Source: an optimization exercise on an open RTL-to-GDS flow (aim: small area and a short achievable clock period). Production flows keep margins and buffers that such runs may drop.
The RTL was checked by simulation tests, not by an equivalence proof against the original design.
No activity file was given, so power comes from the tool's default toggle rates.

MS:
==> flow/design.v (excerpt) <==
module reduce_prime2r(
    input               clk,rst_n,
    input [69:0]        c,
    output reg [24:0]   res
    );
==> flow/config.mk <==
export PLATFORM = sky130hd
export DESIGN_NAME = reduce_prime2r
export DESIGN_NICKNAME = reduce_prime2r
export VERILOG_FILES = /design/flow/design.v
export SDC_FILE = /design/flow/constraint.sdc
export NUM_CORES = 4
export LEC_CHECK = 0
export CAP_MARGIN = 20
export CORE_MARGIN = 2
export CORE_UTILIZATION = 60
export CTS_BUF_LIST = sky130_fd_sc_hd__clkbuf_4 sky130_fd_sc_hd__clkbuf_8
export PLACE_DENSITY = 0.75
export SETUP_SLACK_MARGIN = 2.75
export SLEW_MARGIN = 20
export SYNTH_HIERARCHICAL = 1
==> flow/constraint.sdc <==
create_clock -name core_clock -period 5.3 [get_ports {clk}]
set_input_delay 1.0600 -clock core_clock [delete_from_list [all_inputs] [get_ports {clk}]]
set_output_delay 1.0600 -clock core_clock [all_outputs]
set_load 0.01 [all_outputs]
standard.sh (not shown) runs the stock make flow with config.mk's settings and CLKGATE_MAP_FILE= SYNTH_SCRIPT=/design/flow/synth_recipe.tcl, a recipe that flattens the netlist after the stock synthesis.
==> flow/flow/run.sh <==
#!/bin/bash
set -euo pipefail
export BUFFER_PORTS_ARGS="-buffer_cell sky130_fd_sc_hd__buf_1"
bash standard.sh > standard_flow.log 2>&1
MS | stages: all done | timing, DRC, antenna: all pass
The inputs of JK differ from those of MS as listed below.
--- a/flow/config.mk
+++ b/flow/config.mk
@@ -11,4 +11,5 @@
 export CTS_BUF_LIST = sky130_fd_sc_hd__clkbuf_4 sky130_fd_sc_hd__clkbuf_8
+export GPL_ROUTABILITY_DRIVEN = 0
 export PLACE_DENSITY = 0.75
-export SETUP_SLACK_MARGIN = 2.75
+export SETUP_SLACK_MARGIN = 2.7
 export SLEW_MARGIN = 20
Findings:
JK: flow completed, timing, DRC and antenna clean. Period utilization, MS and JK: larger value in JK. Clock network power consumption, MS and JK: higher on JK. Upper clock frequency limit came out lower on JK than on MS. Of the two values seen for destination of the critical timing path, rdg2 was produced by JK and rb[14] by MS.

* * *

Another version of the RTL of reduce_prime2r (not shown whole).
For scale: about 450 cells after synthesis, roughly 81 flip-flops, ~97 I/O pins, ~5300 µm² of cells after synthesis.
Settings: LEC_CHECK=0, CAP_MARGIN=20, CORE_MARGIN=2, CORE_UTILIZATION=40, CTS_BUF_LIST=sky130_fd_sc_hd__clkbuf_4 sky130_fd_sc_hd__clkbuf_8, SETUP_SLACK_MARGIN=2.6, SLEW_MARGIN=20, SYNTH_HIERARCHICAL=1; clock period 5.3 ns.
Scripts as last shown in full above: flow/flow/run.sh
Rerun with:
- CORE_UTILIZATION: 40 -> 60
- PLACE_DENSITY: default -> 0.75
- SETUP_SLACK_MARGIN: 2.6 -> 2.8
Result: First-iteration DRC count increases by well over a third. Total power increases slightly. Final area increases slightly. Global-route usage increases by 7.8 points.
Rerun with:
- PLACE_DENSITY: 0.75 -> default
Sequential power is about the same.
Non-clock buffer count increases by 2.
Register-to-register slack barely changes.
Worst setup slack barely changes.

* * *

reduce_prime2r, a different RTL version from the one above (not shown whole).
For scale: about 81 flip-flops, about 97 I/O pins, about 0.0056 mm² of cells after synthesis.
export LEC_CHECK = 0
export ABC_AREA = 1
export CAP_MARGIN = 20
export CORE_MARGIN = 2
export CORE_UTILIZATION = 40
export CTS_BUF_LIST = sky130_fd_sc_hd__clkbuf_4 sky130_fd_sc_hd__clkbuf_8
export SETUP_SLACK_MARGIN = 2.8
export SLEW_MARGIN = 20
create_clock -name core_clock -period 5.3 [get_ports {clk}]
Scripts as last shown in full above: flow/flow/run.sh
==> next run, changes <==
- ABC_AREA: 1 -> not set
- SETUP_SLACK_MARGIN: 2.8 -> 3.0
After rerunning: Synthesized cell count falls by 23%. Combinational power stays flat. Worst setup slack got worse by 0.0070 ns. Die area falls by 6.4%.

* * *

Setup of 11-03:
reduce_prime2r, a different RTL version from the one above (not shown whole).
Size: roughly 97 I/O pins, roughly 0.0050 mm^2 of cells after synthesis.
export LEC_CHECK = 0
export CAP_MARGIN = 20
export CORE_MARGIN = 2
export CORE_UTILIZATION = 60
export CTS_BUF_LIST = sky130_fd_sc_hd__clkbuf_4 sky130_fd_sc_hd__clkbuf_8
export PLACE_DENSITY = 0.75
export SETUP_SLACK_MARGIN = 2.7
export SLEW_MARGIN = 20
export SYNTH_HIERARCHICAL = 1
create_clock -name core_clock -period 5.3 [get_ports {clk}]
Scripts as last shown in full above: flow/flow/run.sh
11-03: PASS, flow complete, no timing, DRC or antenna violations
Input-level comparison between 05-28 and 11-03:
-- flow/config.mk --
<<< 11-03, line 12
export PLACE_DENSITY = 0.75
export SETUP_SLACK_MARGIN = 2.7
export SLEW_MARGIN = 20
>>> 05-28, line 12
export PLACE_DENSITY = 0.75
export SETUP_SLACK_MARGIN = 2.9
export SLEW_MARGIN = 20
## What came out
Compared with 11-03, 05-28 shows a higher design area.
Going from 11-03 to 05-28, sequential cell area share shrinks by 3.3 points.
Taking 11-03 as the reference point, the setup slack of the critical path after layout of 05-28 rises by 0.061 ns.
Row fraction of met1 tracks used by global routing: 05-28 higher / 11-03 lower
Looking at internal cell power, 05-28 sits above 11-03.

* * *

Setup of red:
reduce_prime2r with an RTL version that a note above also has.
Size: ~420 cells after synthesis, roughly 97 I/O pins.
## reduce_prime2r
module reduce_prime2r(
    input               clk,rst_n,
    input [69:0]        c,
    output reg [24:0]   res
    );
==> flow/config.mk <==
export PLATFORM = sky130hd
export DESIGN_NAME = reduce_prime2r
export DESIGN_NICKNAME = reduce_prime2r
export VERILOG_FILES = /design/flow/design.v
export SDC_FILE = /design/flow/constraint.sdc
export NUM_CORES = 4
export LEC_CHECK = 0
export CAP_MARGIN = 20
export CORE_MARGIN = 2
export CORE_UTILIZATION = 60
export CTS_BUF_LIST = sky130_fd_sc_hd__clkbuf_4 sky130_fd_sc_hd__clkbuf_8
export PLACE_DENSITY = 0.75
export SLEW_MARGIN = 20
export SYNTH_HIERARCHICAL = 1
==> flow/constraint.sdc <==
create_clock -name core_clock -period 5.3 [get_ports {clk}]
set_input_delay 1.0600 -clock core_clock [delete_from_list [all_inputs] [get_ports {clk}]]
set_output_delay 1.0600 -clock core_clock [all_outputs]
set_load 0.01 [all_outputs]
Scripts as last shown in full above: flow/flow/run.sh
Modified inputs, blue compared to red
--- a/flow/config.mk
+++ b/flow/config.mk
@@ -12,3 +12,5 @@
 export PLACE_DENSITY = 0.75
+export SETUP_SLACK_MARGIN = 2.7
 export SLEW_MARGIN = 20
 export SYNTH_HIERARCHICAL = 1
+export TNS_END_PERCENT = 30
[summary]
- Lower wire length was reported by red, not blue.
- Diff red -> blue: transition time of the tightest slew-check pin decreased by 0.076 ns relative to the old numbers; internal power contribution climbed about 2.5%.

-- re-timing with driven ports --
The flow's constraints put no driver on any port. The routed layouts listed below were extracted and timed again, unchanged, in two steps.
Step 1 sets driving cells, clkbuf_16 on the clock port and buf_2 on the other inputs (assumed; they add their load-dependent delay and slew).
Step 2 also shifts input and output timing later by t, the mid clock arrival at the registers, as if the neighbouring blocks saw the same clock.
Three values: ideal, step 1, step 2; two values: the first two.
run | shift t [ns] | setup slack, ns | worst setup path after step 2
MS | 0.397 | 2.757 / 2.764 / 2.367 | input to register
JK | 0.386 | 2.721 / 2.729 / 2.343 | input to register
the first run of note 2 | 0.389 | 2.649 / 2.661 / 2.272 | input to register
the second run of note 2 | 0.380 | 2.784 / 2.798 / 2.418 | input to register
the third run of note 2 | 0.372 | 2.787 / 2.788 / 2.416 | input to register
the first run of note 3 | 0.398 | 2.802 / 2.802 / 2.404 | input to register
the second run of note 3 | 0.391 | 2.795 / 2.784 / 2.393 | input to register
11-03 | 0.370 | 2.710 / 2.722 / 2.352 | input to register
05-28 | 0.371 | 2.772 / 2.747 / 2.376 | input to register
red | 0.379 | 2.486 / 2.496 / 2.117 | input to register
blue | 0.373 | 2.625 / 2.632 / 2.259 | input to register
After both steps setup and hold are still met in every run listed. For the second run of note 3, which loses most, drivers alone change the setup slack by -0.011 ns; drivers and shift together by -0.402 ns.
